Context: an optimization exercise on an open-source flow, tuned for small area. The choices shown serve that exercise and are no tape-out recipe.
The RTL was checked by simulation tests, not by an equivalence proof against the original design.
Power figures rest on the tool's default switching activity, not on a simulated workload.

`flow/design.v`:
```
module sq9(input [8:0] r, output [17:0] r2);
    wire s1 = (r[0] & r[7]) ^ (r[1] & r[6]);
    wire s2 = (r[0] & r[7]) & (r[1] & r[6]);
    wire s3 = (r[0] & r[8]) ^ (r[1] & r[7]);
    wire s4 = (r[0] & r[8]) & (r[1] & r[7]);
    wire s5 = (r[1] & r[8]) ^ (r[2] & r[7]) ^ (r[3] & r[6]);
    wire s6 = ((r[1] & r[8]) & (r[2] & r[7])) | ((r[1] & r[8]) & (r[3] & r[6])) | ((r[2] & r[7]) & (r[3] & r[6]));
    wire s7 = (r[0] & r[5]) ^ (r[1] & r[4]);
    wire s8 = (r[0] & r[5]) & (r[1] & r[4]);
    wire s9 = (r[0] & r[6]) ^ (r[1] & r[5]);
    wire s10 = (r[0] & r[6]) & (r[1] & r[5]);
    wire s11 = (r[2] & r[5]) ^ (r[3] & r[4]) ^ r[4];
    wire s12 = ((r[2] & r[5]) & (r[3] & r[4])) | ((r[2] & r[5]) & r[4]) | ((r[3] & r[4]) & r[4]);
    wire s13 = (r[2] & r[6]) ^ (r[3] & r[5]) ^ s3;
    wire s14 = ((r[2] & r[6]) & (r[3] & r[5])) | ((r[2] & r[6]) & s3) | ((r[3] & r[5]) & s3);
    wire s15 = (r[4] & r[5]) ^ r[5] ^ s5;
    wire s16 = ((r[4] & r[5]) & r[5]) | ((r[4] & r[5]) & s5) | (r[5] & s5);
    wire s17 = (r[2] & r[8]) ^ (r[3] & r[7]) ^ (r[4] & r[6]);
    wire s18 = ((r[2] & r[8]) & (r[3] & r[7])) | ((r[2] & r[8]) & (r[4] & r[6])) | ((r[3] & r[7]) & (r[4] & r[6]));
    wire s19 = (r[3] & r[8]) ^ (r[4] & r[7]) ^ (r[5] & r[6]);
    wire s20 = ((r[3] & r[8]) & (r[4] & r[7])) | ((r[3] & r[8]) & (r[5] & r[6])) | ((r[4] & r[7]) & (r[5] & r[6]));
    wire s21 = (r[0] & r[3]) ^ (r[1] & r[2]);
    wire s22 = (r[0] & r[3]) & (r[1] & r[2]);
    wire s23 = (r[0] & r[4]) ^ (r[1] & r[3]);
    wire s24 = (r[0] & r[4]) & (r[1] & r[3]);
    wire s25 = (r[2] & r[3]) ^ r[3] ^ s7;
    wire s26 = ((r[2] & r[3]) & r[3]) | ((r[2] & r[3]) & s7) | (r[3] & s7);
    wire s27 = (r[2] & r[4]) ^ s9 ^ s8;
    wire s28 = ((r[2] & r[4]) & s9) | ((r[2] & r[4]) & s8) | (s9 & s8);
    wire s29 = s1 ^ s11 ^ s10;
    wire s30 = (s1 & s11) | (s1 & s10) | (s11 & s10);
    wire s31 = s2 ^ s13 ^ s12;
    wire s32 = (s2 & s13) | (s2 & s12) | (s13 & s12);
    wire s33 = s4 ^ s15 ^ s14;
    wire s34 = (s4 & s15) | (s4 & s14) | (s15 & s14);
    wire s35 = s6 ^ s17 ^ s16;
    wire s36 = (s6 & s17) | (s6 & s16) | (s17 & s16);
    wire s37 = r[6] ^ s19 ^ s18;
    wire s38 = (r[6] & s19) | (r[6] & s18) | (s19 & s18);
    wire s39 = (r[4] & r[8]) ^ (r[5] & r[7]) ^ s20;
    wire s40 = ((r[4] & r[8]) & (r[5] & r[7])) | ((r[4] & r[8]) & s20) | ((r[5] & r[7]) & s20);
    wire s41 = (r[5] & r[8]) ^ (r[6] & r[7]) ^ r[7];
    wire s42 = ((r[5] & r[8]) & (r[6] & r[7])) | ((r[5] & r[8]) & r[7]) | ((r[6] & r[7]) & r[7]);
    wire s43 = (r[0] & r[1]) ^ r[1];
    wire s44 = (r[0] & r[1]) & r[1];
    wire s45 = (r[0] & r[2]) ^ s44;
    wire s46 = (r[0] & r[2]) & s44;
    wire s47 = r[2] ^ s21 ^ s46;
    wire s48 = (r[2] & s21) | (r[2] & s46) | (s21 & s46);
    wire s49 = s23 ^ s22 ^ s48;
    wire s50 = (s23 & s22) | (s23 & s48) | (s22 & s48);
    wire s51 = s25 ^ s24 ^ s50;
    wire s52 = (s25 & s24) | (s25 & s50) | (s24 & s50);
    wire s53 = s27 ^ s26 ^ s52;
    wire s54 = (s27 & s26) | (s27 & s52) | (s26 & s52);
    wire s55 = s29 ^ s28 ^ s54;
    wire s56 = (s29 & s28) | (s29 & s54) | (s28 & s54);
    wire s57 = s31 ^ s30 ^ s56;
    wire s58 = (s31 & s30) | (s31 & s56) | (s30 & s56);
    wire s59 = s33 ^ s32 ^ s58;
    wire s60 = (s33 & s32) | (s33 & s58) | (s32 & s58);
    wire s61 = s35 ^ s34 ^ s60;
    wire s62 = (s35 & s34) | (s35 & s60) | (s34 & s60);
    wire s63 = s37 ^ s36 ^ s62;
    wire s64 = (s37 & s36) | (s37 & s62) | (s36 & s62);
    wire s65 = s39 ^ s38 ^ s64;
    wire s66 = (s39 & s38) | (s39 & s64) | (s38 & s64);
    wire s67 = s41 ^ s40 ^ s66;
    wire s68 = (s41 & s40) | (s41 & s66) | (s40 & s66);
    wire s69 = (r[6] & r[8]) ^ s42 ^ s68;
    wire s70 = ((r[6] & r[8]) & s42) | ((r[6] & r[8]) & s68) | (s42 & s68);
    wire s71 = (r[7] & r[8]) ^ r[8] ^ s70;
    wire s72 = ((r[7] & r[8]) & r[8]) | ((r[7] & r[8]) & s70) | (r[8] & s70);
    assign r2 = {s72, s71, s69, s67, s65, s63, s61, s59, s57, s55, s53, s51, s49, s47, s45, s43, 1'b0, r[0]};
endmodule
module sq_thr(input [8:0] r, input [17:0] r2, output [17:0] s2);
    wire h1 = r2[4] ^ r[0];
    wire h2 = r2[4] & r[0];
    wire h3 = r2[5] ^ r[1];
    wire h4 = r2[5] & r[1];
    wire h5 = r2[6] ^ r[2];
    wire h6 = r2[6] & r[2];
    wire h7 = r2[7] ^ r[3] ^ r[4];
    wire h8 = (r2[7] & r[3]) | (r2[7] & r[4]) | (r[3] & r[4]);
    wire h9 = r2[8] ^ r[4];
    wire h10 = r2[8] & r[4];
    wire h11 = r2[9] ^ r[5];
    wire h12 = r2[9] & r[5];
    wire h13 = r2[10] ^ r[6];
    wire h14 = r2[10] & r[6];
    wire h15 = r2[11] ^ r[7];
    wire h16 = r2[11] & r[7];
    wire h17 = r[1] ^ 1'b1;
    wire h18 = r[1] & 1'b1;
    wire h19 = r[2] ^ h3 ^ h2;
    wire h20 = (r[2] & h3) | (r[2] & h2) | (h3 & h2);
    wire h21 = r[3] ^ h5 ^ h4;
    wire h22 = (r[3] & h5) | (r[3] & h4) | (h5 & h4);
    wire h23 = 1'b1 ^ h7 ^ h6;
    wire h24 = (1'b1 & h7) | (1'b1 & h6) | (h7 & h6);
    wire h25 = r[5] ^ h9 ^ h8;
    wire h26 = (r[5] & h9) | (r[5] & h8) | (h9 & h8);
    wire h27 = r[6] ^ h11 ^ h10;
    wire h28 = (r[6] & h11) | (r[6] & h10) | (h11 & h10);
    wire h29 = r[7] ^ h13 ^ h12;
    wire h30 = (r[7] & h13) | (r[7] & h12) | (h13 & h12);
    wire h31 = r[8] ^ h15 ^ h14;
    wire h32 = (r[8] & h15) | (r[8] & h14) | (h15 & h14);
    wire h33 = r2[12] ^ r[8] ^ h16;
    wire h34 = (r2[12] & r[8]) | (r2[12] & h16) | (r[8] & h16);
    wire h35 = r2[3] ^ r[0];
    wire h36 = r2[3] & r[0];
    wire h37 = h1 ^ h17 ^ h36;
    wire h38 = (h1 & h17) | (h1 & h36) | (h17 & h36);
    wire h39 = h19 ^ h18 ^ h38;
    wire h40 = (h19 & h18) | (h19 & h38) | (h18 & h38);
    wire h41 = h21 ^ h20 ^ h40;
    wire h42 = (h21 & h20) | (h21 & h40) | (h20 & h40);
    wire h43 = h23 ^ h22 ^ h42;
    wire h44 = (h23 & h22) | (h23 & h42) | (h22 & h42);
    wire h45 = h25 ^ h24 ^ h44;
    wire h46 = (h25 & h24) | (h25 & h44) | (h24 & h44);
    wire h47 = h27 ^ h26 ^ h46;
    wire h48 = (h27 & h26) | (h27 & h46) | (h26 & h46);
    wire h49 = h29 ^ h28 ^ h48;
    wire h50 = (h29 & h28) | (h29 & h48) | (h28 & h48);
    wire h51 = h31 ^ h30 ^ h50;
    wire h52 = (h31 & h30) | (h31 & h50) | (h30 & h50);
    wire h53 = h33 ^ h32 ^ h52;
    wire h54 = (h33 & h32) | (h33 & h52) | (h32 & h52);
    wire h55 = r2[13] ^ h34 ^ h54;
    wire h56 = (r2[13] & h34) | (r2[13] & h54) | (h34 & h54);
    wire h57 = r2[14] ^ h56;
    wire h58 = r2[14] & h56;
    wire h59 = r2[15] ^ h58;
    wire h60 = r2[15] & h58;
    wire h61 = r2[16] ^ h60;
    wire h62 = r2[16] & h60;
    wire h63 = r2[17] ^ h62;
    wire h64 = r2[17] & h62;
    assign s2 = {h63, h61, h59, h57, h55, h53, h51, h49, h47, h45, h43, h41, h39, h37, h35, r2[2], r2[1], r2[0]};
endmodule
module sumsq_lt(input [8:0] a, input [8:0] b, input [17:0] t, output lt);
    wire q1 = (a[0] & a[7]) ^ (a[1] & a[6]) ^ (a[2] & a[5]);
    wire q2 = ((a[0] & a[7]) & (a[1] & a[6])) | ((a[0] & a[7]) & (a[2] & a[5])) | ((a[1] & a[6]) & (a[2] & a[5]));
    wire q3 = (a[0] & a[8]) ^ (a[1] & a[7]);
    wire q4 = (a[0] & a[8]) & (a[1] & a[7]);
    wire q5 = (a[1] & a[8]) ^ (a[2] & a[7]) ^ (a[3] & a[6]);
    wire q6 = ((a[1] & a[8]) & (a[2] & a[7])) | ((a[1] & a[8]) & (a[3] & a[6])) | ((a[2] & a[7]) & (a[3] & a[6]));
    wire q7 = (a[4] & a[5]) ^ a[5];
    wire q8 = (a[4] & a[5]) & a[5];
    wire q9 = (a[0] & a[3]) ^ (a[1] & a[2]);
    wire q10 = (a[0] & a[3]) & (a[1] & a[2]);
    wire q11 = (a[0] & a[5]) ^ (a[1] & a[4]) ^ (a[2] & a[3]);
    wire q12 = ((a[0] & a[5]) & (a[1] & a[4])) | ((a[0] & a[5]) & (a[2] & a[3])) | ((a[1] & a[4]) & (a[2] & a[3]));
    wire q13 = a[3] ^ (b[0] & b[5]);
    wire q14 = a[3] & (b[0] & b[5]);
    wire q15 = (a[0] & a[6]) ^ (a[1] & a[5]) ^ (a[2] & a[4]);
    wire q16 = ((a[0] & a[6]) & (a[1] & a[5])) | ((a[0] & a[6]) & (a[2] & a[4])) | ((a[1] & a[5]) & (a[2] & a[4]));
    wire q17 = (b[0] & b[6]) ^ (b[1] & b[5]);
    wire q18 = (b[0] & b[6]) & (b[1] & b[5]);
    wire q19 = (a[3] & a[4]) ^ a[4] ^ (b[0] & b[7]);
    wire q20 = ((a[3] & a[4]) & a[4]) | ((a[3] & a[4]) & (b[0] & b[7])) | (a[4] & (b[0] & b[7]));
    wire q21 = (b[1] & b[6]) ^ (b[2] & b[5]) ^ (b[3] & b[4]);
    wire q22 = ((b[1] & b[6]) & (b[2] & b[5])) | ((b[1] & b[6]) & (b[3] & b[4])) | ((b[2] & b[5]) & (b[3] & b[4]));
    wire q23 = b[4] ^ ~t[8];
    wire q24 = b[4] & ~t[8];
    wire q25 = (a[2] & a[6]) ^ (a[3] & a[5]) ^ (b[0] & b[8]);
    wire q26 = ((a[2] & a[6]) & (a[3] & a[5])) | ((a[2] & a[6]) & (b[0] & b[8])) | ((a[3] & a[5]) & (b[0] & b[8]));
    wire q27 = (b[1] & b[7]) ^ (b[2] & b[6]) ^ (b[3] & b[5]);
    wire q28 = ((b[1] & b[7]) & (b[2] & b[6])) | ((b[1] & b[7]) & (b[3] & b[5])) | ((b[2] & b[6]) & (b[3] & b[5]));
    wire q29 = ~t[9] ^ q3 ^ q2;
    wire q30 = (~t[9] & q3) | (~t[9] & q2) | (q3 & q2);
    wire q31 = (b[1] & b[8]) ^ (b[2] & b[7]) ^ (b[3] & b[6]);
    wire q32 = ((b[1] & b[8]) & (b[2] & b[7])) | ((b[1] & b[8]) & (b[3] & b[6])) | ((b[2] & b[7]) & (b[3] & b[6]));
    wire q33 = (b[4] & b[5]) ^ b[5] ^ ~t[10];
    wire q34 = ((b[4] & b[5]) & b[5]) | ((b[4] & b[5]) & ~t[10]) | (b[5] & ~t[10]);
    wire q35 = q5 ^ q7 ^ q4;
    wire q36 = (q5 & q7) | (q5 & q4) | (q7 & q4);
    wire q37 = (a[2] & a[8]) ^ (a[3] & a[7]) ^ (a[4] & a[6]);
    wire q38 = ((a[2] & a[8]) & (a[3] & a[7])) | ((a[2] & a[8]) & (a[4] & a[6])) | ((a[3] & a[7]) & (a[4] & a[6]));
    wire q39 = (b[2] & b[8]) ^ (b[3] & b[7]) ^ (b[4] & b[6]);
    wire q40 = ((b[2] & b[8]) & (b[3] & b[7])) | ((b[2] & b[8]) & (b[4] & b[6])) | ((b[3] & b[7]) & (b[4] & b[6]));
    wire q41 = ~t[11] ^ q6 ^ q8;
    wire q42 = (~t[11] & q6) | (~t[11] & q8) | (q6 & q8);
    wire q43 = (a[3] & a[8]) ^ (a[4] & a[7]) ^ (a[5] & a[6]);
    wire q44 = ((a[3] & a[8]) & (a[4] & a[7])) | ((a[3] & a[8]) & (a[5] & a[6])) | ((a[4] & a[7]) & (a[5] & a[6]));
    wire q45 = a[6] ^ (b[3] & b[8]) ^ (b[4] & b[7]);
    wire q46 = (a[6] & (b[3] & b[8])) | (a[6] & (b[4] & b[7])) | ((b[3] & b[8]) & (b[4] & b[7]));
    wire q47 = (b[5] & b[6]) ^ b[6] ^ ~t[12];
    wire q48 = ((b[5] & b[6]) & b[6]) | ((b[5] & b[6]) & ~t[12]) | (b[6] & ~t[12]);
    wire q49 = (a[4] & a[8]) ^ (a[5] & a[7]) ^ (b[4] & b[8]);
    wire q50 = ((a[4] & a[8]) & (a[5] & a[7])) | ((a[4] & a[8]) & (b[4] & b[8])) | ((a[5] & a[7]) & (b[4] & b[8]));
    wire q51 = (a[5] & a[8]) ^ (a[6] & a[7]) ^ a[7];
    wire q52 = ((a[5] & a[8]) & (a[6] & a[7])) | ((a[5] & a[8]) & a[7]) | ((a[6] & a[7]) & a[7]);
    wire q53 = (a[0] & a[1]) ^ a[1];
    wire q54 = (a[0] & a[1]) & a[1];
    wire q55 = a[2] ^ (b[0] & b[3]) ^ (b[1] & b[2]);
    wire q56 = (a[2] & (b[0] & b[3])) | (a[2] & (b[1] & b[2])) | ((b[0] & b[3]) & (b[1] & b[2]));
    wire q57 = (a[0] & a[4]) ^ (a[1] & a[3]) ^ (b[0] & b[4]);
    wire q58 = ((a[0] & a[4]) & (a[1] & a[3])) | ((a[0] & a[4]) & (b[0] & b[4])) | ((a[1] & a[3]) & (b[0] & b[4]));
    wire q59 = (b[1] & b[3]) ^ ~t[5];
    wire q60 = (b[1] & b[3]) & ~t[5];
    wire q61 = (b[1] & b[4]) ^ (b[2] & b[3]) ^ b[3];
    wire q62 = ((b[1] & b[4]) & (b[2] & b[3])) | ((b[1] & b[4]) & b[3]) | ((b[2] & b[3]) & b[3]);
    wire q63 = ~t[6] ^ q11 ^ q13;
    wire q64 = (~t[6] & q11) | (~t[6] & q13) | (q11 & q13);
    wire q65 = (b[2] & b[4]) ^ ~t[7] ^ q15;
    wire q66 = ((b[2] & b[4]) & ~t[7]) | ((b[2] & b[4]) & q15) | (~t[7] & q15);
    wire q67 = q17 ^ q12 ^ q14;
    wire q68 = (q17 & q12) | (q17 & q14) | (q12 & q14);
    wire q69 = q1 ^ q19 ^ q21;
    wire q70 = (q1 & q19) | (q1 & q21) | (q19 & q21);
    wire q71 = q23 ^ q16 ^ q18;
    wire q72 = (q23 & q16) | (q23 & q18) | (q16 & q18);
    wire q73 = q25 ^ q27 ^ q29;
    wire q74 = (q25 & q27) | (q25 & q29) | (q27 & q29);
    wire q75 = q20 ^ q22 ^ q24;
    wire q76 = (q20 & q22) | (q20 & q24) | (q22 & q24);
    wire q77 = q31 ^ q33 ^ q35;
    wire q78 = (q31 & q33) | (q31 & q35) | (q33 & q35);
    wire q79 = q26 ^ q28 ^ q30;
    wire q80 = (q26 & q28) | (q26 & q30) | (q28 & q30);
    wire q81 = q37 ^ q39 ^ q41;
    wire q82 = (q37 & q39) | (q37 & q41) | (q39 & q41);
    wire q83 = q32 ^ q34 ^ q36;
    wire q84 = (q32 & q34) | (q32 & q36) | (q34 & q36);
    wire q85 = q43 ^ q45 ^ q47;
    wire q86 = (q43 & q45) | (q43 & q47) | (q45 & q47);
    wire q87 = q38 ^ q40 ^ q42;
    wire q88 = (q38 & q40) | (q38 & q42) | (q40 & q42);
    wire q89 = (b[5] & b[7]) ^ ~t[13] ^ q49;
    wire q90 = ((b[5] & b[7]) & ~t[13]) | ((b[5] & b[7]) & q49) | (~t[13] & q49);
    wire q91 = q44 ^ q46 ^ q48;
    wire q92 = (q44 & q46) | (q44 & q48) | (q46 & q48);
    wire q93 = (b[5] & b[8]) ^ (b[6] & b[7]) ^ b[7];
    wire q94 = ((b[5] & b[8]) & (b[6] & b[7])) | ((b[5] & b[8]) & b[7]) | ((b[6] & b[7]) & b[7]);
    wire q95 = ~t[14] ^ q51 ^ q50;
    wire q96 = (~t[14] & q51) | (~t[14] & q50) | (q51 & q50);
    wire q97 = (a[6] & a[8]) ^ (b[6] & b[8]) ^ ~t[15];
    wire q98 = ((a[6] & a[8]) & (b[6] & b[8])) | ((a[6] & a[8]) & ~t[15]) | ((b[6] & b[8]) & ~t[15]);
    wire q99 = (a[7] & a[8]) ^ a[8] ^ (b[7] & b[8]);
    wire q100 = ((a[7] & a[8]) & a[8]) | ((a[7] & a[8]) & (b[7] & b[8])) | (a[8] & (b[7] & b[8]));
    wire q101 = a[0] ^ b[0];
    wire q102 = a[0] & b[0];
    wire q103 = (b[0] & b[1]) ^ b[1];
    wire q104 = (b[0] & b[1]) & b[1];
    wire q105 = (a[0] & a[2]) ^ (b[0] & b[2]) ^ ~t[3];
    wire q106 = ((a[0] & a[2]) & (b[0] & b[2])) | ((a[0] & a[2]) & ~t[3]) | ((b[0] & b[2]) & ~t[3]);
    wire q107 = b[2] ^ ~t[4] ^ q9;
    wire q108 = (b[2] & ~t[4]) | (b[2] & q9) | (~t[4] & q9);
    wire q109 = q10 ^ q57 ^ q59;
    wire q110 = (q10 & q57) | (q10 & q59) | (q57 & q59);
    wire q111 = q61 ^ q63 ^ q58;
    wire q112 = (q61 & q63) | (q61 & q58) | (q63 & q58);
    wire q113 = q65 ^ q67 ^ q62;
    wire q114 = (q65 & q67) | (q65 & q62) | (q67 & q62);
    wire q115 = q69 ^ q71 ^ q66;
    wire q116 = (q69 & q71) | (q69 & q66) | (q71 & q66);
    wire q117 = q73 ^ q75 ^ q70;
    wire q118 = (q73 & q75) | (q73 & q70) | (q75 & q70);
    wire q119 = q77 ^ q79 ^ q74;
    wire q120 = (q77 & q79) | (q77 & q74) | (q79 & q74);
    wire q121 = q81 ^ q83 ^ q78;
    wire q122 = (q81 & q83) | (q81 & q78) | (q83 & q78);
    wire q123 = q85 ^ q87 ^ q82;
    wire q124 = (q85 & q87) | (q85 & q82) | (q87 & q82);
    wire q125 = q89 ^ q91 ^ q86;
    wire q126 = (q89 & q91) | (q89 & q86) | (q91 & q86);
    wire q127 = q93 ^ q95 ^ q90;
    wire q128 = (q93 & q95) | (q93 & q90) | (q95 & q90);
    wire q129 = q52 ^ q97 ^ q94;
    wire q130 = (q52 & q97) | (q52 & q94) | (q97 & q94);
    wire q131 = b[8] ^ ~t[16] ^ q99;
    wire q132 = (b[8] & ~t[16]) | (b[8] & q99) | (~t[16] & q99);
    wire q133 = ~t[0] ^ 1'b1;
    wire q134 = ~t[0] & 1'b1;
    wire q135 = ~t[1] ^ q102;
    wire q136 = ~t[1] & q102;
    wire q137 = ~t[2] ^ q53 ^ q103;
    wire q138 = (~t[2] & q53) | (~t[2] & q103) | (q53 & q103);
    wire q139 = q54 ^ q105 ^ q104;
    wire q140 = (q54 & q105) | (q54 & q104) | (q105 & q104);
    wire q141 = q55 ^ q107 ^ q106;
    wire q142 = (q55 & q107) | (q55 & q106) | (q107 & q106);
    wire q143 = q56 ^ q109 ^ q108;
    wire q144 = (q56 & q109) | (q56 & q108) | (q109 & q108);
    wire q145 = q60 ^ q111 ^ q110;
    wire q146 = (q60 & q111) | (q60 & q110) | (q111 & q110);
    wire q147 = q64 ^ q113 ^ q112;
    wire q148 = (q64 & q113) | (q64 & q112) | (q113 & q112);
    wire q149 = q68 ^ q115 ^ q114;
    wire q150 = (q68 & q115) | (q68 & q114) | (q115 & q114);
    wire q151 = q72 ^ q117 ^ q116;
    wire q152 = (q72 & q117) | (q72 & q116) | (q117 & q116);
    wire q153 = q76 ^ q119 ^ q118;
    wire q154 = (q76 & q119) | (q76 & q118) | (q119 & q118);
    wire q155 = q80 ^ q121 ^ q120;
    wire q156 = (q80 & q121) | (q80 & q120) | (q121 & q120);
    wire q157 = q84 ^ q123 ^ q122;
    wire q158 = (q84 & q123) | (q84 & q122) | (q123 & q122);
    wire q159 = q88 ^ q125 ^ q124;
    wire q160 = (q88 & q125) | (q88 & q124) | (q125 & q124);
    wire q161 = q92 ^ q127 ^ q126;
    wire q162 = (q92 & q127) | (q92 & q126) | (q127 & q126);
    wire q163 = q96 ^ q129 ^ q128;
    wire q164 = (q96 & q129) | (q96 & q128) | (q129 & q128);
    wire q165 = q98 ^ q131 ^ q130;
    wire q166 = (q98 & q131) | (q98 & q130) | (q131 & q130);
    wire q167 = ~t[17] ^ q100 ^ q132;
    wire q168 = (~t[17] & q100) | (~t[17] & q132) | (q100 & q132);
    wire q169 = q101 & q133;
    wire q170 = (q135 & q134) | (q135 & q169) | (q134 & q169);
    wire q171 = (q137 & q136) | (q137 & q170) | (q136 & q170);
    wire q172 = (q139 & q138) | (q139 & q171) | (q138 & q171);
    wire q173 = (q141 & q140) | (q141 & q172) | (q140 & q172);
    wire q174 = (q143 & q142) | (q143 & q173) | (q142 & q173);
    wire q175 = (q145 & q144) | (q145 & q174) | (q144 & q174);
    wire q176 = (q147 & q146) | (q147 & q175) | (q146 & q175);
    wire q177 = (q149 & q148) | (q149 & q176) | (q148 & q176);
    wire q178 = (q151 & q150) | (q151 & q177) | (q150 & q177);
    wire q179 = (q153 & q152) | (q153 & q178) | (q152 & q178);
    wire q180 = (q155 & q154) | (q155 & q179) | (q154 & q179);
    wire q181 = (q157 & q156) | (q157 & q180) | (q156 & q180);
    wire q182 = (q159 & q158) | (q159 & q181) | (q158 & q181);
    wire q183 = (q161 & q160) | (q161 & q182) | (q160 & q182);
    wire q184 = (q163 & q162) | (q163 & q183) | (q162 & q183);
    wire q185 = (q165 & q164) | (q165 & q184) | (q164 & q184);
    wire q186 = (q167 & q166) | (q167 & q185) | (q166 & q185);
    wire q187 = (1'b1 & q168) | (1'b1 & q186) | (q168 & q186);
    assign lt = ~q187;
endmodule
module rca #(parameter W = 8) (input [W-1:0] a, input [W-1:0] b, input ci,
                               output [W-1:0] s, output co);
    wire [W:0] c;
    assign c[0] = ci;
    genvar i;
    generate for (i = 0; i < W; i = i + 1) begin : g
        assign s[i] = a[i] ^ b[i] ^ c[i];
        assign c[i+1] = (a[i] & b[i]) | (a[i] & c[i]) | (b[i] & c[i]);
    end endgenerate
    assign co = c[W];
endmodule
module rinc #(parameter W = 8) (input [W-1:0] a, input ci, output [W-1:0] s, output co);
    wire [W:0] c;
    assign c[0] = ci;
    genvar i;
    generate for (i = 0; i < W; i = i + 1) begin : g
        assign s[i] = a[i] ^ c[i];
        assign c[i+1] = a[i] & c[i];
    end endgenerate
    assign co = c[W];
endmodule
module rlt #(parameter W = 8) (input [W-1:0] a, input [W-1:0] b, output lt);
    wire [W:0] c;
    assign c[0] = 1'b1;
    genvar i;
    generate for (i = 0; i < W; i = i + 1) begin : g
        assign c[i+1] = (a[i] & ~b[i]) | (a[i] & c[i]) | (~b[i] & c[i]);
    end endgenerate
    assign lt = ~c[W];
endmodule
module absdiff #(parameter W = 8) (input [W-1:0] a, input [W-1:0] b, output [W-1:0] d);
    wire [W-1:0] s;
    wire nb;                          
    rca #(W) u_sub(.a(a), .b(~b), .ci(1'b1), .s(s), .co(nb));
    wire co_unused;
    rinc #(W) u_neg(.a(s ^ {W{~nb}}), .ci(~nb), .s(d), .co(co_unused));
endmodule
module top_logic(
    input clk,
    input rst,
    input frz,
    input [4:0] level,
    input Dout,
    output vsync,
    output hsync,
    output [3:0] VGA_R,
    output [3:0] VGA_G,
    output [3:0] VGA_B,
    input BTNU,
    input BTND,
    input BTNL,
    input BTNR,
    output [7:0] seven_seg,
    output [7:0] sel,
    input pattern_select,
    input I_spi_miso,
    output O_spi_sck,
    output O_spi_cs,
    output O_spi_mosi
);
    reg [10:0] hcount;
    reg [9:0]  vcount;
    reg [9:0]  counter;
    reg        frame;
    wire hreset = (hcount == 11'd1039);
    wire vs = !(vcount >= 10'd637 && vcount <= 10'd642);      
    wire hs = !(hcount >= 11'd856 && hcount <= 11'd975);
    wire [10:0] hcount_inc;
    wire [9:0]  vcount_inc, counter_inc;
    wire hco, vco, cco;
    rinc #(11) u_hinc(.a(hcount), .ci(1'b1), .s(hcount_inc), .co(hco));
    rinc #(10) u_vinc(.a(vcount), .ci(1'b1), .s(vcount_inc), .co(vco));
    rinc #(10) u_cinc(.a(counter), .ci(!vs), .s(counter_inc), .co(cco));
    always @(posedge clk) begin
        if (rst) begin
            hcount  <= 0;
            vcount  <= 0;
            counter <= 0;
            frame   <= 0;
        end else begin
            hcount <= hreset ? 11'd0 : hcount_inc;
            if (hreset) vcount <= (vcount == 10'd665) ? 10'd0 : vcount_inc;
            if (counter == 10'd30 && frz) begin
                counter <= 0;
                frame   <= 1;
            end else begin
                counter <= counter_inc;
                frame <= 0;
            end
        end
    end
    assign vsync = ~vs;
    assign hsync = ~hs;
    wire paused = ~frz;
    reg [9:0]  b1xh;
    reg [8:0]  b1yh;
    reg        b1sx, b1sy;
    reg [15:0] score;
    reg        over;
    wire [10:0] b1x = {b1xh, 1'b0};
    wire [9:0]  b1y = {b1yh, 1'b0};
    wire [9:0]  b1xh_n;
    wire [8:0]  b1yh_n;
    wire [15:0] score_inc;
    wire [3:0]  d1_inc, d2_inc, d3_inc;
    wire u0, u1, u2, u3, u4, u5;
    rca  #(10) u_b1x(.a(b1xh), .b({{9{~b1sx}}, 1'b1}), .ci(1'b0), .s(b1xh_n), .co(u0));
    rca  #(9)  u_b1y(.a(b1yh), .b({{8{~b1sy}}, 1'b1}), .ci(1'b0), .s(b1yh_n), .co(u1));
    rinc #(16) u_sc(.a(score), .ci(1'b1), .s(score_inc), .co(u2));
    rinc #(4)  u_d1(.a(score[7:4]), .ci(1'b1), .s(d1_inc), .co(u3));
    rinc #(4)  u_d2(.a(score[11:8]), .ci(1'b1), .s(d2_inc), .co(u4));
    rinc #(4)  u_d3(.a(score[15:12]), .ci(1'b1), .s(d3_inc), .co(u5));
    always @(posedge clk) begin
        if (rst) begin
            b1xh <= 10'd250;
            b1yh <= 9'd250;
            b1sx <= 0;
            b1sy <= 0;
            score <= 0;
        end else if (frame && !over) begin
            if (b1xh == 10'd1) begin b1sx <= 1; score <= score_inc; end
            else if (b1xh == 10'd381) begin b1sx <= 0; score <= score_inc; end
            if (b1yh == 9'd18) begin b1sy <= 1; score <= score_inc; end
            else if (b1yh == 9'd281) begin b1sy <= 0; score <= score_inc; end
            b1xh <= b1xh_n;
            b1yh <= b1yh_n;
            if (score[3:0] == 10) begin score[3:0] <= 0; score[7:4] <= d1_inc; end
            if (score[7:4] == 10) begin score[7:4] <= 0; score[11:8] <= d2_inc; end
            if (score[11:8] == 10) begin score[11:8] <= 0; score[15:12] <= d3_inc; end
            if (score[15:12] == 10) begin score[11:8] <= 0; end
        end
    end
    reg [9:0]  b2xh;
    reg [9:0]  b2y;
    reg        b2sx, b2sy;
    wire [10:0] b2x = {b2xh, 1'b0};
    wire [9:0]  b2xh_n, b2y_n;
    wire u6, u7;
    rca #(10) u_b2x(.a(b2xh), .b({{9{~b2sx}}, 1'b1}), .ci(1'b0), .s(b2xh_n), .co(u6));
    rca #(10) u_b2y(.a(b2y), .b({{8{~b2sy}}, 2'b11 ^ {~b2sy, 1'b0}}), .ci(1'b0), .s(b2y_n), .co(u7));
    always @(posedge clk) begin
        if (rst) begin
            b2sx <= 0;
            b2sy <= 0;
        end else begin
            if (b2xh <= 10'd1) b2sx <= 1;
            else if (b2xh >= 10'd381) b2sx <= 0;
            if (b2y <= 10'd36) b2sy <= 1;
            else if (b2y >= 10'd562) b2sy <= 0;
        end
    end
    always @(posedge clk) begin
        if (rst) begin
            b2xh <= 10'd100;
            b2y <= 10'd500;
        end else if (frame) begin
            b2xh <= b2xh_n;
            b2y <= b2y_n;
        end
    end
    reg [7:0] spi_i;           
    reg [5:0] state;           
    reg       cs_r, sck_r, mosi_r;
    reg [3:0] dout;
    reg [2:0] spi_xd, spi_yd;   
    wire sel0f = (spi_i != 8'd0) && (spi_i <= 8'd100);    
    reg [2:0] dstep;
    always @(*) begin
        case (dout)
            4'd1, 4'd2:   dstep = 3'b111;
            4'd3, 4'd4:   dstep = 3'b110;
            4'd13, 4'd14: dstep = 3'b001;
            4'd11, 4'd12: dstep = 3'b010;
            default:      dstep = 3'b000;
        endcase
    end
    wire [7:0] spi_i_inc;
    wire [5:0] state_inc;
    wire u8, u9;
    rinc #(8) u_iinc(.a(spi_i), .ci(1'b1), .s(spi_i_inc), .co(u8));
    rinc #(6) u_sinc(.a(state), .ci(1'b1), .s(state_inc), .co(u9));
    always @(posedge clk) begin
        if (rst) begin
            spi_i <= 0;
            spi_xd <= 0;
            spi_yd <= 0;
        end else begin
            spi_i <= (spi_i == 8'd199) ? 8'd0 : spi_i_inc;
            if (spi_i == 8'd99)  spi_yd <= -dstep;
            if (spi_i == 8'd199) spi_xd <= dstep;
        end
    end
    reg mosi_bit;
    always @(*) begin
        case (state[4:1])
            4'd4, 4'd6, 4'd7, 4'd15: mosi_bit = 1'b1;
            4'd11: mosi_bit = ~sel0f;
            4'd12, 4'd13, 4'd14: mosi_bit = sel0f;
            default: mosi_bit = 1'b0;
        endcase
    end
    always @(posedge clk) begin
        if (rst) begin
            state <= 0;
            cs_r <= 1;
            sck_r <= 0;
            mosi_r <= 0;
            dout <= 0;
        end else begin
            state <= (state == 6'd50) ? 6'd0 : state_inc;
            cs_r <= (state == 6'd49);
            if (state != 6'd50) sck_r <= state[0];
            if (state <= 6'd30 && !state[0]) mosi_r <= mosi_bit;
            if (state == 6'd43) dout[3] <= I_spi_miso;
            if (state == 6'd45) dout[2] <= I_spi_miso;
            if (state == 6'd47) dout[1] <= I_spi_miso;
            if (state == 6'd49) dout[0] <= I_spi_miso;
        end
    end
    assign O_spi_cs = cs_r;
    assign O_spi_sck = sck_r;
    assign O_spi_mosi = mosi_r;
    reg [10:0] px;
    reg [9:0]  py;
    reg [2:0]  pdx, pdy;       
    always @(*) begin
        if (!pattern_select) begin
            pdx = BTNR ? 3'b001 : BTNL ? 3'b111 : 3'b000;
            pdy = BTND ? 3'b001 : BTNU ? 3'b111 : 3'b000;
        end else begin
            pdx = spi_xd;
            pdy = spi_yd;
        end
    end
    wire [10:0] px_n;
    wire [9:0]  py_n;
    wire u10, u11;
    rca #(11) u_px(.a(px), .b({{8{pdx[2]}}, pdx}), .ci(1'b0), .s(px_n), .co(u10));
    rca #(10) u_py(.a(py), .b({{7{pdy[2]}}, pdy}), .ci(1'b0), .s(py_n), .co(u11));
    always @(posedge clk) begin
        if (rst) begin
            px <= 11'd500;
            py <= 10'd200;
        end else if (frame) begin
            px <= px_n;
            py <= py_n;
        end
    end
    reg [8:0]  R;              
    reg [18:0] cnt;            
    reg        c19, c20;       
    reg [11:0] color;
    wire [10:0] ax1, ax2;
    wire [9:0]  ay1, ay2;
    absdiff #(11) u_ax1(.a(px), .b(b1x), .d(ax1));
    absdiff #(10) u_ay1(.a(py), .b(b1y), .d(ay1));
    absdiff #(11) u_ax2(.a(px), .b(b2x), .d(ax2));
    absdiff #(10) u_ay2(.a(py), .b(b2y), .d(ay2));
    wire [17:0] R2, S2;
    sq9    u_r2(.r(R), .r2(R2));
    sq_thr u_s2(.r(R), .r2(R2), .s2(S2));
    wire lt1, lt2;
    sumsq_lt u_h1(.a(ax1[8:0]), .b(ay1[8:0]), .t(S2), .lt(lt1));
    sumsq_lt u_h2(.a(ax2[8:0]), .b(ay2[8:0]), .t(S2), .lt(lt2));
    wire hit1 = (ax1[10:9] == 2'b0) && !ay1[9] && lt1;
    wire hit2 = (ax2[10:9] == 2'b0) && !ay2[9] && lt2;
    wire [11:0] xpR;
    wire [10:0] ypR, ymR;
    wire [9:0]  Rp2;
    wire u12, ymR_nneg, c1;
    assign Rp2[0] = R[0];
    rinc #(8)  u_rp2(.a(R[8:1]), .ci(1'b1), .s(Rp2[8:1]), .co(Rp2[9]));
    rlt  #(11) u_c1(.a(px), .b({1'b0, Rp2}), .lt(c1));
    rca  #(11) u_xpr(.a(px), .b({2'b0, R}), .ci(1'b0), .s(xpR[10:0]), .co(xpR[11]));
    rca  #(10) u_ypr(.a(py), .b({1'b0, R}), .ci(1'b0), .s(ypR[9:0]), .co(ypR[10]));
    rca  #(10) u_ymr(.a(py), .b(~{1'b0, R}), .ci(1'b1), .s(ymR[9:0]), .co(ymR_nneg));
    wire wall = c1 || (xpR > 12'd762) || (ymR_nneg && ymR[9:0] < 10'd36) || (ypR > 11'd562);
    wire collide = wall || hit1 || hit2;
    wire shrink = c20 && !Dout && (R[8:3] != 6'd0);
    wire [8:0]  R_n;
    wire [18:0] cnt_inc;
    wire [11:0] color_n;
    wire cnt_co, u16;
    rca  #(9)  u_rn(.a(R), .b(c19 ? 9'd1 : 9'h1FE), .ci(1'b0), .s(R_n), .co(u12));
    rinc #(19) u_cnt(.a(cnt), .ci(!paused), .s(cnt_inc), .co(cnt_co));
    rca  #(12) u_col(.a(color), .b(12'h333), .ci(1'b0), .s(color_n), .co(u16));
    always @(posedge clk) begin
        if (rst) begin
            R <= 9'd10;
            cnt <= 0;
            c19 <= 0;
            c20 <= 0;
            color <= 12'h6C3;
            over <= 0;
        end else begin
            if (paused) color <= 12'h6C3;
            cnt <= cnt_inc;
            c19 <= cnt_co;
            if (shrink) begin
                c20 <= 0;
                color <= color_n;
            end
            if (c19) begin
                c19 <= 0;
                c20 <= ~c20;
            end
            if (collide) R <= 9'd400;
            else if (c19 || shrink) R <= R_n;
            over <= collide;
        end
    end
    wire [11:0] h12;
    wire [10:0] v12;
    rca #(11) u_h12(.a(hcount), .b(11'd12), .ci(1'b0), .s(h12[10:0]), .co(h12[11]));
    rca #(10) u_v12(.a(vcount), .b(10'd12), .ci(1'b0), .s(v12[9:0]), .co(v12[10]));
    wire [11:0] ex1, ex2;
    wire [10:0] ey1, ey2;
    wire u20, u21, u22, u23;
    rca #(12) u_ex1(.a(h12), .b(~{1'b0, b1x}), .ci(1'b1), .s(ex1), .co(u20));
    rca #(11) u_ey1(.a(v12), .b(~{1'b0, b1y}), .ci(1'b1), .s(ey1), .co(u21));
    rca #(12) u_ex2(.a(h12), .b(~{1'b0, b2x}), .ci(1'b1), .s(ex2), .co(u22));
    rca #(11) u_ey2(.a(v12), .b(~{1'b0, b2y}), .ci(1'b1), .s(ey2), .co(u23));
    wire in_b1 = (ex1[11:5] == 7'd0) && (ey1[10:5] == 6'd0) && disc12(ex1[4:0], ey1[4:0]);
    wire in_b2 = (ex2[11:5] == 7'd0) && (ey2[10:5] == 6'd0) && disc12(ex2[4:0], ey2[4:0]);
    wire in_bd = (hcount == 11'd0) || (vcount == 10'd30) || (hcount == 11'd768) || (vcount == 10'd568);
    wire [10:0] ahxp;
    wire [9:0]  avyp;
    absdiff #(11) u_ahp(.a(hcount), .b(px), .d(ahxp));
    absdiff #(10) u_avp(.a(vcount), .b(py), .d(avyp));
    wire ltp;
    sumsq_lt u_p(.a(ahxp[8:0]), .b(avyp[8:0]), .t(R2), .lt(ltp));
    wire in_p = (ahxp[10:9] == 2'b0) && !avyp[9] && ltp;
    reg [11:0] s1;             
    always @(posedge clk)
        s1 <= (in_b1 || in_b2 || in_bd) ? 12'hFFF : (in_p ? color : 12'h000);
    localparam WIDTH = 10, HEIGHT = 40;
    localparam [7:0] x = 120;
    localparam [7:0] y = 245;
    wire text =
        ((hcount >= (x + 5*WIDTH + 3*HEIGHT) && hcount < (x + 6*WIDTH + 3*HEIGHT)) && (vcount >= y && vcount < (y + 2*WIDTH + HEIGHT))) ||
        ((hcount >= (x + 5*WIDTH + 3*HEIGHT) && hcount < (x + 6*WIDTH + 3*HEIGHT)) && (vcount >= (y + 2*WIDTH + HEIGHT) && vcount < (y + 2*WIDTH + 2*HEIGHT))) ||
        ((hcount >= (x + 5*WIDTH + 3*HEIGHT) && hcount < (x + 7*WIDTH + 4*HEIGHT)) && (vcount >= (y + 2*WIDTH + 2*HEIGHT) && vcount < (y + 3*WIDTH + 2*HEIGHT))) ||
        ((hcount >= (x + 8*WIDTH + 4*HEIGHT) && hcount < (x + 10*WIDTH + 5*HEIGHT)) && (vcount >= y && vcount < (y + WIDTH))) ||
        ((hcount >= (x + 8*WIDTH + 4*HEIGHT) && hcount < (x + 9*WIDTH + 4*HEIGHT)) && (vcount >= (y + WIDTH) && vcount < (y + 2*WIDTH + HEIGHT))) ||
        ((hcount >= (x + 8*WIDTH + 4*HEIGHT) && hcount < (x + 9*WIDTH + 4*HEIGHT)) && (vcount >= (y + 2*WIDTH + HEIGHT) && vcount < (y + 2*WIDTH + 2*HEIGHT))) ||
        ((hcount >= (x + 8*WIDTH + 4*HEIGHT) && hcount < (x + 10*WIDTH + 5*HEIGHT)) && (vcount >= (y + 2*WIDTH + 2*HEIGHT) && vcount < (y + 3*WIDTH + 2*HEIGHT))) ||
        ((hcount >= (x + 9*WIDTH + 5*HEIGHT) && hcount < (x + 10*WIDTH + 5*HEIGHT)) && (vcount >= (y + WIDTH) && vcount < (y + 2*WIDTH + HEIGHT))) ||
        ((hcount >= (x + 9*WIDTH + 5*HEIGHT) && hcount < (x + 10*WIDTH + 5*HEIGHT)) && (vcount >= (y + 2*WIDTH + HEIGHT) && vcount < (y + 2*WIDTH + 2*HEIGHT))) ||
        ((hcount >= (x + 11*WIDTH + 5*HEIGHT) && hcount < (x + 13*WIDTH + 6*HEIGHT)) && (vcount >= y && vcount < (y + WIDTH))) ||
        ((hcount >= (x + 11*WIDTH + 5*HEIGHT) && hcount < (x + 12*WIDTH + 5*HEIGHT)) && (vcount >= (y + WIDTH) && vcount < (y + WIDTH + HEIGHT))) ||
        ((hcount >= (x + 11*WIDTH + 5*HEIGHT) && hcount < (x + 13*WIDTH + 6*HEIGHT)) && (vcount >= (y + WIDTH + HEIGHT) && vcount < (y + 2*WIDTH + HEIGHT))) ||
        ((hcount >= (x + 12*WIDTH + 6*HEIGHT) && hcount < (x + 13*WIDTH + 6*HEIGHT)) && (vcount >= (y + 2*WIDTH + HEIGHT) && vcount < (y + 2*WIDTH + 2*HEIGHT))) ||
        ((hcount >= (x + 11*WIDTH + 5*HEIGHT) && hcount < (x + 13*WIDTH + 6*HEIGHT)) && (vcount >= (y + 2*WIDTH + 2*HEIGHT) && vcount < (y + 3*WIDTH + 2*HEIGHT))) ||
        ((hcount >= (x + 14*WIDTH + 6*HEIGHT) && hcount < (x + 16*WIDTH + 7*HEIGHT)) && (vcount >= y && vcount < (y + WIDTH))) ||
        ((hcount >= (x + 14*WIDTH + 6*HEIGHT + HEIGHT/2) && hcount < (x + 15*WIDTH + 6*HEIGHT + HEIGHT/2)) && (vcount >= y && vcount < (y + 2*WIDTH + HEIGHT))) ||
        ((hcount >= (x + 14*WIDTH + 6*HEIGHT + HEIGHT/2) && hcount < (x + 15*WIDTH + 6*HEIGHT + HEIGHT/2)) && (vcount >= (y + 2*WIDTH + HEIGHT) && vcount < (y + 3*WIDTH + 2*HEIGHT)));
    reg        txt;            
    reg [11:0] final_pixel;
    always @(posedge clk) begin
        if (rst) begin
            final_pixel <= 0;
            txt <= 0;
        end else if (!over) begin
            final_pixel <= s1;
        end else begin
            txt <= text;
            final_pixel <= {4'h0, {8{txt}}};
        end
    end
    assign VGA_R = final_pixel[11:8];
    assign VGA_G = final_pixel[7:4];
    assign VGA_B = final_pixel[3:0];
    reg [18:0] scnt;
    wire [18:0] scnt_inc;
    wire u30;
    rinc #(19) u_scnt(.a(scnt), .ci(1'b1), .s(scnt_inc), .co(u30));
    always @(posedge clk) begin
        if (rst) scnt <= 0;
        else scnt <= (scnt == 19'd500000) ? 19'd1 : scnt_inc;
    end
    reg [3:0] digit;
    always @(*) begin
        case (scnt[13:11])
            3'd0: digit = score[3:0];
            3'd1: digit = score[7:4];
            3'd2: digit = score[11:8];
            3'd3: digit = score[15:12];
            default: digit = 4'hF;
        endcase
    end
    reg [7:0] seg;
    always @(*) begin
        case (digit)
            4'h0: seg = 8'hc0;
            4'h1: seg = 8'hf9;
            4'h2: seg = 8'ha4;
            4'h3: seg = 8'hb0;
            4'h4: seg = 8'h99;
            4'h5: seg = 8'h92;
            4'h6: seg = 8'h82;
            4'h7: seg = 8'hf8;
            4'h8: seg = 8'h80;
            4'h9: seg = 8'h90;
            default: seg = 8'hff;
        endcase
    end
    assign seven_seg = seg;
    assign sel = ~(8'd1 << scnt[13:11]);
    function disc12(input [4:0] e, input [4:0] f);
        reg [3:0] a, b, w;
        begin
            a = (e >= 5'd12) ? e[3:0] - 4'd12 : 4'd12 - e[3:0];
            b = (f >= 5'd12) ? f[3:0] - 4'd12 : 4'd12 - f[3:0];
            case (b)
                4'd0: w = 4'd12;
                4'd1, 4'd2, 4'd3, 4'd4: w = 4'd11;
                4'd5, 4'd6: w = 4'd10;
                4'd7: w = 4'd9;
                4'd8: w = 4'd8;
                4'd9: w = 4'd7;
                4'd10: w = 4'd6;
                4'd11: w = 4'd4;
                4'd12: w = 4'd0;
                default: w = 4'd0;
            endcase
            disc12 = (e <= 5'd24) && (f <= 5'd24) && (a <= w);
        end
    endfunction
endmodule
```
`flow/run.sh`:
```
#!/bin/bash
# synth_recipe.tcl (not shown) runs the flow's synth.tcl, then flattens the netlist and writes it again
# the make line also repeats each setting of config.mk as NAME=value (left out here)
make -C /OpenROAD-flow-scripts/flow DESIGN_CONFIG=/design/flow/config.mk WORK_HOME=/design/flow/orfs CLKGATE_MAP_FILE= SYNTH_SCRIPT=/design/flow/synth_recipe.tcl finish
```
`flow/config.mk`:
```
export PLATFORM = sky130hd
export DESIGN_NAME = top_logic
export DESIGN_NICKNAME = top_logic
export VERILOG_FILES = /design/flow/design.v
export SDC_FILE = /design/flow/constraint.sdc
export NUM_CORES = 4
export LEC_CHECK = 0
export CAP_MARGIN = 20
export CORE_MARGIN = 2
export CORE_UTILIZATION = 40
export SLEW_MARGIN = 20
```
`flow/constraint.sdc`:
```
create_clock -name core_clock -period 20.0 [get_ports {clk}]
set_input_delay 4.0000 -clock core_clock [delete_from_list [all_inputs] [get_ports {clk}]]
set_output_delay 4.0000 -clock core_clock [all_outputs]
set_load 0.01 [all_outputs]
```
==> results.txt <==
[power by group through the flow]
stage / combinational (mW) / sequential [mW] / clock [mW]
after floorplan: 2.03 / 0.507 / 0
after global placement: 2.67 / 0.523 / 0
after detailed placement: 2.76 / 0.523 / 0
after CTS: 2.78 / 0.514 / 0.529
after global routing: 3.18 / 0.519 / 0.547
final: 2.74 / 0.514 / 0.515
[worst min-delay path by stage]
| stage | slack (ns) | depth (start not counted) | startpoint | end |
|---|---|---|---|---|
| after floorplan | 0.41 | 1 | s1[10]$_SDFF_PP1_ | final_pixel[10]$_SDFF_PP0_ |
| after global placement | 0.41 | 1 | s1[8]$_SDFF_PP1_ | final_pixel[8]$_SDFF_PP0_ |
| after detailed placement | 0.41 | 1 | s1[8]$_SDFF_PP1_ | final_pixel[8]$_SDFF_PP0_ |
| after CTS | 0.43 | 1 | s1[8]$_SDFF_PP1_ | final_pixel[8]$_SDFF_PP0_ |
| after global routing | 0.44 | 1 | s1[10]$_SDFF_PP1_ | final_pixel[10]$_SDFF_PP0_ |
| final | 0.43 | 1 | s1[8]$_SDFF_PP1_ | final_pixel[8]$_SDFF_PP0_ |
[per-layer routing]
metal / routed length [um] / vias to the layer above / track usage (%)
met1: 28700 / 9520 / 26.3
li1: - / 8910 / -
met5: 0 / - / 0
met4: 1850 / 0 / 5.35
met2: 32000 / 392 / 34.7
met3: 2310 / 97 / 1.62
[Yosys cell counts (all sizes together) (31+ instances only)]
cell type | instances | area [um2]
inv | 425 | 1600
fa | 403 | 8070
ha | 286 | 3580
dfxtp | 226 | 4520
nand2 | 224 | 841
and2 | 174 | 1090
nor2 | 151 | 567
a21oi | 88 | 444
o21ai | 84 | 424
clkbuf | 76 | 285
nor2b | 73 | 457
xor2 | 65 | 569
xnor2 | 61 | 534
nor3 | 42 | 220
nand2b | 33 | 206
o211ai | 31 | 233
[flip-flops by register name (all words and copies together) (netlist names), 11 cells and up]
signal and cells:
cnt 19, scnt 19, score 16, color 12, final_pixel 12, s1 12, hcount 11, px 11
[cells by family (layout without fill, tap and decap cells)]
family / Yosys count / in the layout / share of synthesized area [%]
other cells: 1 / 1 / 0.0143
fa+ha+maj: 697 / 697 / 44.7
mux: 33 / 33 / 1.47
buf+inv: 518 / 526 / 7.47
flops: 226 / 226 / 17.3
compound gates: 357 / 357 / 8.86
xor+xnor: 126 / 126 / 4.21
simple gates: 813 / 813 / 16.0
[cell type report]
| cell class | count | area (um2) | share of cell area, % |
|---|---|---|---|
| multi-input cells | 2027 | 19700 | 69.6 |
| repair buffers | 48 | 460 | 1.62 |
| flip-flops and latches | 226 | 4530 | 16.0 |
| well taps | 855 | 1070 | 3.77 |
| clock buffers | 37 | 806 | 2.84 |
| clock inverters | 13 | 139 | 0.490 |
| inverters | 428 | 1610 | 5.67 |
[worst max-delay path: cells and delay by family (launching register included)]
kind	cells	cell delay, ns
and+or+nand+nor	2	0.68
AOI/OAI and AO/OA	5	1.37
buffers and inverters	5	0.56
xor gates and xnor gates	1	0.14
DFF	1	0.39
adders and majority gates	24	8.45
[per-stage QoR]
stage | power, mW | util [%] | std cells | setup slack (ns) | hold WS (ns)
6_report | 3.77 | 43.9 | 3634 | 8.27 | 0.426
3_3_place_gp | 3.19 | 42.4 | 3584 | 8.49 | 0.411
2_1_floorplan | 2.54 | - | 2771 | 9.42 | 0.406
5_1_grt | 4.24 | 43.9 | 3634 | 7.70 | 0.441
4_1_cts | 3.82 | 43.9 | 3634 | 8.28 | 0.430
3_5_place_dp | 3.28 | 42.4 | 3584 | 8.33 | 0.414
==> results.py <==
metrics = {
    "synth": {
        "synth_edf_count": 0,
        "synth_seq_cells": 226,
        "ys_warn_count": 1,
        "synthFlopType": "dfxtp_1",
        "yosysUniqueCellTypes": 79,
        "syn_nets": 3475,
        "synth_area_um2": 26200,
        "synth.avg_cell_area_um2": 9.46,
        "synthCells": 2771,
        "synth_seq_area_share_pct": 17.3,
        "synthArstFlopShare_pct": 0,
    },
    "cts": {
        "cts_tree": "built",
        "numClockSinks": 226,
        "clk_pin_slew_ns": 0.06,
        "clk_latency_ns": 0.56,
        "cts_buffer_depth": 3,
        "cts_root_buf": "clkbuf_16",
        "cts_resized": 0,
        "post-cts-setup-buffers": 0,
        "cts_buffers": 28,
        "htree_levels": 1,
        "holdBufCountCts": 0,
    },
    "critical_path": {
        "crit_type": "register to register",
        "required_ns": 20.45,
        "r2r-end": "s1[1]$_SDFF_PP1_",
        "crit_start": "hcount[0]$_SDFF_PP0_",
        "reg2reg_from": "hcount[0]$_SDFF_PP0_",
        "critPathArrivalTime_ns": 12.17,
        "path_max_fanout": 12,
        "end_kind": "register",
        "startpoint_type": "register",
        "cpMostUsedCell": "fa_1",
        "crit_end": "s1[1]$_SDFF_PP1_",
        "cp_slowest_stage_delay_ns": 0.58,
        "slowest_stage": "fa_1",
        "regToRegSetupSlack_ns": 8.27,
        "reg2regPathDepth": 37,
    },
    "pwr": {
        "combPwrFrac_pct": 72.7,
        "cellPowerDensity_nw_per_um2": 133,
        "internal-power_mw": 1.93,
        "p_seq_share_pct": 13.6,
        "irDropWorstVdd_uv": 140,
        "p_switching_mw": 1.84,
        "swShare_pct": 48.9,
        "p_clk_share_pct": 13.7,
        "leakagePower_nw": 13.1,
    },
    "placement": {
        "port_buffers": 41,
        "place_congestion": 0.870,
        "place_area_um2": 27400,
        "hpwlAfterDp_mm": 52.0,
    },
    "sta": {
        "setup_violations": 0,
        "fin_crit_ns": 11.73,
        "slew_headroom_pct": 32.0,
        "slew_violations": 0,
        "fmax_mhz": 85.3,
        "rsz0062_at_grt": "no",
        "setup-tns-final_ns": 0,
        "hold_viol": 0,
        "timing.final.crit_share_pct": 58.6,
        "tightest_slew_ns": 1.01,
        "finClkSkew_ns": 0.0132,
    },
    "layout": {
        "finalNetCount": 3463,
        "area_growth_pct": 8.14,
        "final_common_cell": "inv_1",
        "nFillCells": 6172,
        "diodes": 0,
        "design_area_um2": 28300,
        "layout-drive-gt1-share_pct": 2.91,
        "final_cell_mix": "inv_1 (424), fa_1 (403), ha_1 (286), dfxtp_1 (225), nand2_1 (224)",
    },
    "global_routing": {
        "grt_pass1_vias": 20400,
        "groute.usage.overall_pct": 19.8,
        "antenna_found_initial": 0,
        "grt_pass1_wl_mm": 108,
        "grt_max_degree": 70,
        "grt-ovfl-total": 0,
    },
    "hold_path": {
        "min_path_type": "register to register",
    },
    "detailed_routing": {
        "drt-initial-drc-count": 997,
        "wl_per_cell_um": 17.8,
        "drt-total-wl_mm": 64.8,
        "dr.pass1.iters": 5,
        "via_per_inst": 5.21,
        "vias": 18900,
        "ant_nets": 0,
        "drc": 0,
    },
    "die": {
        "dieArea_um2": 67600,
        "pin_count": 48,
        "rows": 93,
        "die_y_um": 260,
        "start_util_pct": 40.6,
        "core-area_um2": 64600,
        "die_x_um": 260,
    },
    "outcome": {
        "status": "timing/DRC/antenna clean",
    },
    "job": {
        "maxCapViolCount": 0,
    },
}

## afterwards: timing with drivers on the ports
Ports are ideal in the flow. The routed layout listed here was re-timed in OpenROAD. Step 1 sets driving cells, clkbuf_16 on the clock port and buf_2 on the other inputs (assumed; they add their load-dependent delay and slew). Step 2 moves the port delays by t, midway between the first and last clock arrival at a register: inputs arrive t later, outputs are due t later. That takes back most of the time a late clock gives input paths. Three values: ideal ports, drivers, drivers and shift; two values: the first two.
t, ns: 0.601
slack for setup (ns): 8.272 / 8.272 / 8.272
clock arrival spread, ns: 0.013 / 0.013
worst register clock-pin slew, ns: 0.06 / 0.06
pins driven straight from the clock port: 1
After both steps this run still meets setup and hold. The setup slack of this run moves by 0.000 ns with the drivers and by 0.000 ns with both steps.
